From an optimization exercise on the open Yosys and OpenROAD flow, aimed at small area and a short achievable clock period; shortcuts taken in it are not production practice.
Where RTL was checked, it was by simulation tests only, not by an equivalence proof against the original.
No activity file was given, so power comes from the tool's default toggle rates.

Design cpu, start of the top module:
module cpu(clock,rst,inputs,leds3,leds2,leds1,leds0,setButton,displayButton,executeButton,reset,LED4,LED9,LED0,LED8);
	input clock,rst,setButton,displayButton,executeButton,reset;
	input [7:0] inputs;
	output [1:7] leds3,leds2,leds1,leds0;
	output reg LED4,LED9,LED0;
	output LED8;
	assign LED8 = 1'b0;
	function [7:0] conv;
		input [7:0] x;
		reg [7:0] q, o;
		begin
			q = x / 8'd10;
			o = x - q * 8'd10;
			conv = {q[3:0], o[3:0]};
		end
	endfunction
	reg setButtonLast, pend;
	reg [1:0] Q;
	wire press = setButtonLast & ~setButton;
	wire consume = displayButton & pend;
	wire [1:0] Qn = consume ? Q + 2'd1 : Q;
	always @(posedge clock)
		if (rst) begin
			setButtonLast <= 1'b1;
			pend <= 1'b0;
			Q <= 2'd0;
		end else begin
			setButtonLast <= setButton;
			pend <= (pend & ~displayButton) ^ press;
			Q <= Qn;
		end
	reg [3:0] opCode;
	reg [2:0] regID1, regID2;
	reg [7:0] immValue;
	reg [7:0] immLast;    
	reg [7:0] immDec;     
	reg [3:0] viewLast;   
	always @(posedge clock) begin
		if (rst) begin
			opCode <= 0; regID1 <= 0; regID2 <= 0; immValue <= 0; LED0 <= 0;
  ...
Size in the first run: ~1300 cells after synthesis, ~46 I/O pins, roughly 9100 µm² of cells after synthesis.
clock: 12.0 ns
lec_check: 0
abc_area: 1
cap_margin: 20
core_margin: 2
core_utilization: 40
slew_margin: 20
standard.sh (not shown) runs the stock make flow with config.mk's settings and CLKGATE_MAP_FILE= SYNTH_SCRIPT=/design/flow/synth_recipe.tcl, a recipe that flattens the netlist after the stock synthesis.
==> flow/flow/run.sh <==
#!/bin/bash
# Layout flow: the standard synthesis, its combinational logic re-mapped with a
# stronger ABC script (flip-flops kept, equivalence proven, else the standard
# netlist is used), then the standard layout with buf_2 port buffers and timing
# repair aimed at a short clock period.
set -uo pipefail
export BUFFER_PORTS_ARGS="-buffer_cell sky130_fd_sc_hd__buf_2"
export SETUP_SLACK_MARGIN=8.6
R=orfs/results/${FLOW_PLATFORM}/cpu/base
bash standard.sh synth > make_synth.log 2>&1 || exit 1
cp $R/1_2_yosys.v std_synth.v
if yosys -c flow/resyn.tcl > resyn.log 2>&1 && yosys -c flow/equiv.tcl > equiv.log 2>&1 && grep -q '^RESYN_EQUIV_OK' equiv.log; then
  cp resyn.v $R/1_2_yosys.v
  rm -f $R/1_synth.odb
  echo "using re-mapped netlist" > resyn_used.txt
else
  echo "using standard netlist" > resyn_used.txt
fi
bash standard.sh > make.log 2>&1
==> flow/flow/deep.abc <==
strash
&get -n
&deepsyn -T 30
&put
dch -f
map -D 1500
topo
==> flow/flow/equiv.tcl <==
# Proves resyn.v equivalent to std_synth.v (same flip-flops, paired by name).
set lib $::env(FLOW_HOME)/platforms/sky130hd/lib/sky130_fd_sc_hd__tt_025C_1v80.lib
yosys read_liberty -ignore_miss_func $lib
yosys read_verilog std_synth.v
yosys rename cpu gold
yosys read_verilog resyn.v
yosys rename cpu gate
yosys hierarchy -check
yosys flatten gold gate
yosys opt_clean
yosys equiv_make gold gate equiv
yosys hierarchy -top equiv
yosys equiv_simple
yosys equiv_induct
yosys equiv_status -assert
puts "RESYN_EQUIV_OK"
==> flow/flow/resyn.tcl <==
# Re-maps the combinational logic of the standard synthesis (std_synth.v) with a
# stronger ABC script; flip-flops and tie cells are kept as they are, by name.
set lib $::env(FLOW_HOME)/platforms/sky130hd/lib/sky130_fd_sc_hd__tt_025C_1v80.lib
yosys read_liberty -ignore_miss_func $lib
yosys read_verilog std_synth.v
yosys hierarchy -top cpu
yosys setattr -mod -set keep_hierarchy 1 sky130_fd_sc_hd__dfxtp_* sky130_fd_sc_hd__edfxtp_* sky130_fd_sc_hd__conb_1
yosys flatten
yosys opt_clean
yosys opt -fast
yosys abc -script flow/deep.abc -liberty $lib -dont_use sky130_fd_sc_hd__probe_p_8 -dont_use sky130_fd_sc_hd__probec_p_8 -dont_use *lpflow*
yosys opt_clean -purge
yosys hilomap -singleton -hicell sky130_fd_sc_hd__conb_1 HI -locell sky130_fd_sc_hd__conb_1 LO
yosys splitnets
yosys opt_clean -purge
yosys insbuf -buf sky130_fd_sc_hd__buf_4 A X
yosys tee -o resyn_stat.txt stat -liberty $lib
yosys select -module cpu
yosys write_verilog -noattr -noexpr -selected resyn.v
Change:
--- a/flow/design.v
+++ b/flow/design.v
@@ -84,54 +84,59 @@
 	reg [7:0] B;
 	always @* begin
 		case (rb)
 			3'd0: B = r0; 3'd1: B = r1; 3'd2: B = r2; 3'd3: B = r3;
 			3'd4: B = r4; 3'd5: B = r5; 3'd6: B = r6; default: B = r7;
 		endcase
 	end
 	wire isSub = (op == 4'd1);
-	wire isInc = (op == 4'd6);
-	wire [7:0] sum = A + ((B & {8{~isInc}}) ^ {8{isSub}}) + {7'd0, isSub | isInc};
 	wire binOp = (op == 4'd0) | (op == 4'd1) | (op == 4'd3) | (op == 4'd4) | (op == 4'd5);
 	wire unOp = (op == 4'd2) | (op == 4'd6) | (op == 4'd7) | (op == 4'd8);
 	wire mvOp = (op == 4'd12);
 	wire ldOp = (op == 4'd10);
-	reg [7:0] wd;
-	reg [2:0] wa;
-	always @* begin
+	wire [7:0] sum = A + (B ^ {8{isSub}}) + {7'd0, isSub};
+	reg [7:0] wdBin;
+	always @*
+		case (op[2:0])
+			3'd3: wdBin = A & B;
+			3'd4: wdBin = A | B;
+			3'd5: wdBin = A ^ B;
+			default: wdBin = sum;
+		endcase
+	reg [7:0] wdNb;
+	always @*
 		case (op)
-			4'd0, 4'd1, 4'd6: wd = sum;
-			4'd3: wd = A & B;
-			4'd4: wd = A | B;
-			4'd5: wd = A ^ B;
-			4'd2: wd = ~A;
-			4'd7: wd = {1'b0, A[7:1]};
-			4'd8: wd = {A[6:0], 1'b0};
-			4'd12: wd = A;
-			default: wd = imm;
-		endcase
-		wa = binOp ? 3'd7 : unOp ? ra : mvOp ? rb : A[2:0];
-	end
+			4'd2: wdNb = ~A;
+			4'd6: wdNb = A + 8'd1;
+			4'd7: wdNb = {1'b0, A[7:1]};
+			4'd8: wdNb = {A[6:0], 1'b0};
+			4'd12: wdNb = A;
+			default: wdNb = imm;
+		endcase
+	wire [2:0] waNb = unOp ? ra : mvOp ? rb : A[2:0];
 	wire ldOk = (A[7:3] == 5'd0) & (A[2:0] <= 3'd4) & (A[2:0] != ra) & (A[2:0] != rb);
-	wire we = execute & ((binOp & (ra != 3'd7) & (rb != 3'd7)) | (unOp & (ra != rb)) | mvOp | (ldOp & ldOk));
+	wire weBin = execute & binOp & (ra != 3'd7) & (rb != 3'd7);
+	wire weNb = execute & ((unOp & (ra != rb)) | mvOp | (ldOp & ldOk));
 	always @(posedge clock)
 		if (rst) begin
 			execute <= 0; LED9 <= 0;
 			r0 <= 8'd2; r1 <= 8'd4; r2 <= 8'd44; r3 <= 0; r4 <= 0; r5 <= 0; r6 <= 0; r7 <= 8'd77;
 			A <= 8'd2;
 		end else begin
-			if (wr & (slot == 4'd0)) A <= (we & (wa == regID1)) ? wd : S;
-			else if (we & unOp) A <= wd;
+			if (wr & (slot == 4'd0))
+				A <= (weBin & (regID1 == 3'd7)) ? wdBin : (weNb & (waNb == regID1)) ? wdNb : S;
+			else if (weNb & unOp) A <= wdNb;
 			if (!executeButton) execute <= 1'b1;
 			LED9 <= execute;
-			if (we)
-				case (wa)
-					3'd0: r0 <= wd; 3'd1: r1 <= wd; 3'd2: r2 <= wd; 3'd3: r3 <= wd;
-					3'd4: r4 <= wd; 3'd5: r5 <= wd; 3'd6: r6 <= wd; default: r7 <= wd;
+			if (weBin) r7 <= wdBin;
+			if (weNb)
+				case (waNb)
+					3'd0: r0 <= wdNb; 3'd1: r1 <= wdNb; 3'd2: r2 <= wdNb; 3'd3: r3 <= wdNb;
+					3'd4: r4 <= wdNb; 3'd5: r5 <= wdNb; 3'd6: r6 <= wdNb; default: r7 <= wdNb;
 				endcase
 		end
 	reg [7:0] displayReg;
 	reg [7:0] dispDec;    
 	reg rstLast;
 	always @(posedge clock) begin
 		if (rst) begin
 			displayReg <= 0; LED4 <= 0;
Outcome: The changed run produced a clean layout; register-to-register slack got worse by 0.02 ns; critical path depth increases by 4; clock skew decreases by 0.0048 ns; combinational power decreases by about 4%; synthesized area increases by 1.1%; final cell count decreases by 0.67%; clock-buffer cell count decreases by 3; power increases by 2.9%; wire length increases by 3.3%; hold slack improved by 0.0036 ns; die area increases by 1.1%.

========
cpu, a different RTL version from the one above (not shown whole).
Size in the first run: ~1000 cells after synthesis, about 46 I/O pins.
Settings: LEC_CHECK=0, ABC_AREA=1, CAP_MARGIN=20, CORE_MARGIN=2, CORE_UTILIZATION=60, CTS_BUF_LIST=sky130_fd_sc_hd__clkbuf_4 sky130_fd_sc_hd__clkbuf_8, SLEW_MARGIN=20; clock period 12.0 ns.
==> flow/flow/run.sh <==
#!/bin/bash
# Layout flow: the standard synthesis; its combinational logic re-mapped with a
# stronger ABC script from four random seeds, keeping the smallest netlist whose
# equivalence with the standard one is proven (flip-flops kept by name; the
# standard netlist is used if none is); then the standard layout with buf_2
# port buffers and timing repair aimed at a short clock period.
set -uo pipefail
export BUFFER_PORTS_ARGS="-buffer_cell sky130_fd_sc_hd__buf_2"
export SETUP_SLACK_MARGIN=8.6
R=orfs/results/${FLOW_PLATFORM}/cpu/base
bash standard.sh synth > make_synth.log 2>&1 || exit 1
cp $R/1_2_yosys.v std_synth.v
for s in 0 1 2 3; do
  sed "s/&deepsyn -T 30/\&deepsyn -T 60 -S $s/" flow/deep.abc > deep_$s.abc
  RESYN_ABC=deep_$s.abc RESYN_OUT=resyn_$s.v yosys -c flow/resyn.tcl > resyn_$s.log 2>&1 &
done
wait
best=""
for s in $(for s in 0 1 2 3; do a=$(grep -m1 "Chip area for module '\\\\cpu'" resyn_$s.v.stat 2>/dev/null | awk '{print $NF}'); [ -n "$a" ] && echo "$a $s"; done | sort -g | awk '{print $2}'); do
  if RESYN_OUT=resyn_$s.v yosys -c flow/equiv.tcl > equiv_$s.log 2>&1 && grep -q '^RESYN_EQUIV_OK' equiv_$s.log; then best=$s; break; fi
done
if [ -n "$best" ]; then
  cp resyn_$best.v $R/1_2_yosys.v
  rm -f $R/1_synth.odb
  echo "using re-mapped netlist from seed $best" > resyn_used.txt
else
  echo "using standard netlist" > resyn_used.txt
fi
bash standard.sh > make.log 2>&1
Other scripts of this flow, unchanged in this note and not shown: flow/flow/deep.abc, flow/flow/equiv.tcl, flow/flow/resyn.tcl
Edit:
--- a/flow/design.v
+++ b/flow/design.v
@@ -64,20 +64,15 @@
 			else if (displayButton & ~pend & (Q == 2'd0)) instructionDone <= 1'b0;
 			if (wr) begin
 				if (slot == 4'd0) mem0 <= {opCode, regID1, regID2, immLast};
 				slot <= reset ? 4'd0 : slot + 4'd1;
 			end
 		end
-	reg [2:0] sSel;
-	always @(posedge clock)
-		if (rst) sSel <= 3'd0;
-		else if (Qn == 2'd2) sSel <= (Q == 2'd2) ? inputs[2:0] : regID2;
-		else sSel <= (Q == 2'd1) ? inputs[2:0] : regID1;
 	reg [7:0] S;
 	always @* begin
-		case (sSel)
+		case (Q == 2'd2 ? regID2 : regID1)
 			3'd0: S = r0; 3'd1: S = r1; 3'd2: S = r2; 3'd3: S = r3;
 			3'd4: S = r4; 3'd5: S = r5; 3'd6: S = r6; default: S = r7;
 		endcase
 	end
 	reg execute;
 	reg [7:0] r0,r1,r2,r3,r4,r5,r6,r7;
@@ -197,16 +192,16 @@
 		OP0_1[o], OP0_2[o], OP0_3[o], OP0_4[o], OP0_5[o], OP0_6[o], OP0_7[o]};
 	function [27:0] decView;
 		input [7:0] d;
 		decView = {7'b0000001, (d[7:4] >= 4'd10) ? 7'b1001111 : 7'b0000001, seg(d[7:4]), seg(d[3:0])};
 	endfunction
 	wire [27:0] regView = {7'b1111010, 7'b0110000, 7'b0000100, seg(viewLast[3:0])};
-	wire [27:0] normView = (Q == 2'd0) ? opName : (Q == 2'd3) ? decView(viewLast) : regView;
-	wire [27:0] dispView = decView(dispDec);
+	wire [27:0] normView = rstLast ? {28{1'b1}} : (Q == 2'd0) ? opName : (Q == 2'd3) ? decView(viewLast) : regView;
+	wire [27:0] dispView = rstLast ? {28{1'b1}} : decView(dispDec);
 	reg [27:0] leds;
 	always @(posedge clock)
-		if (rst | rstLast) leds <= {28{1'b1}};
+		if (rst) leds <= {28{1'b1}};
 		else if (!displayButton) leds <= dispView;
 		else if (!pend) leds <= normView;
 	assign leds3 = {leds[27:26], leds[26], leds[24:23], leds[24], leds[21]};
 	assign {leds2, leds1, leds0} = leds[20:0];
 endmodule
Result: The new run passed the timing, design-rule and antenna checks. Core utilization is lower by 4.4 points. Wire length is lower by 2.6%. Synthesized cell count is higher by 2.3%. Clock-buffer cell count is higher by 2. Total power is about the same. Hold slack barely changes. Maximum frequency is higher by 3.7%. Critical path depth does not change. First-iteration DRC count is higher by 6.0%. Design area is lower by 5.9%. Global-route usage is lower by 1.5 points. Sequential power is lower by about 3%. Via count is lower by 1.2%.
No run of this note included a check of the RTL's function; only the layout flow was run.

[port drivers added, routing unchanged]
In the flow no input, the clock included, has a driving cell. The finished layouts below were timed again as built, in two steps. Step 1 sets driving cells, clkbuf_16 on the clock port and buf_2 on the other inputs (assumed; they add their load-dependent delay and slew). Step 2, shift: input delay + t, output delay - t, t = (earliest + latest rising clock arrival at the registers) / 2. This alone moves slack from input paths to output paths. a / b / c = ideal ports / drivers / drivers and shift; a / b = the first two.
run	t (ns)	setup WS [ns]	pins driven straight from the clock port
the first run of note 1	0.491	8.668 / 8.621 / 8.199	1
the second run of note 1	0.481	8.608 / 8.625 / 8.144	1
the first run of note 2	0.524	8.448 / 8.448 / 7.990	1
the second run of note 2	0.504	8.576 / 8.575 / 8.166	1
After both steps setup and hold are still met in every run listed. For the first run of note 1, which loses most, drivers alone change the setup slack by -0.047 ns; drivers and shift together by -0.469 ns.
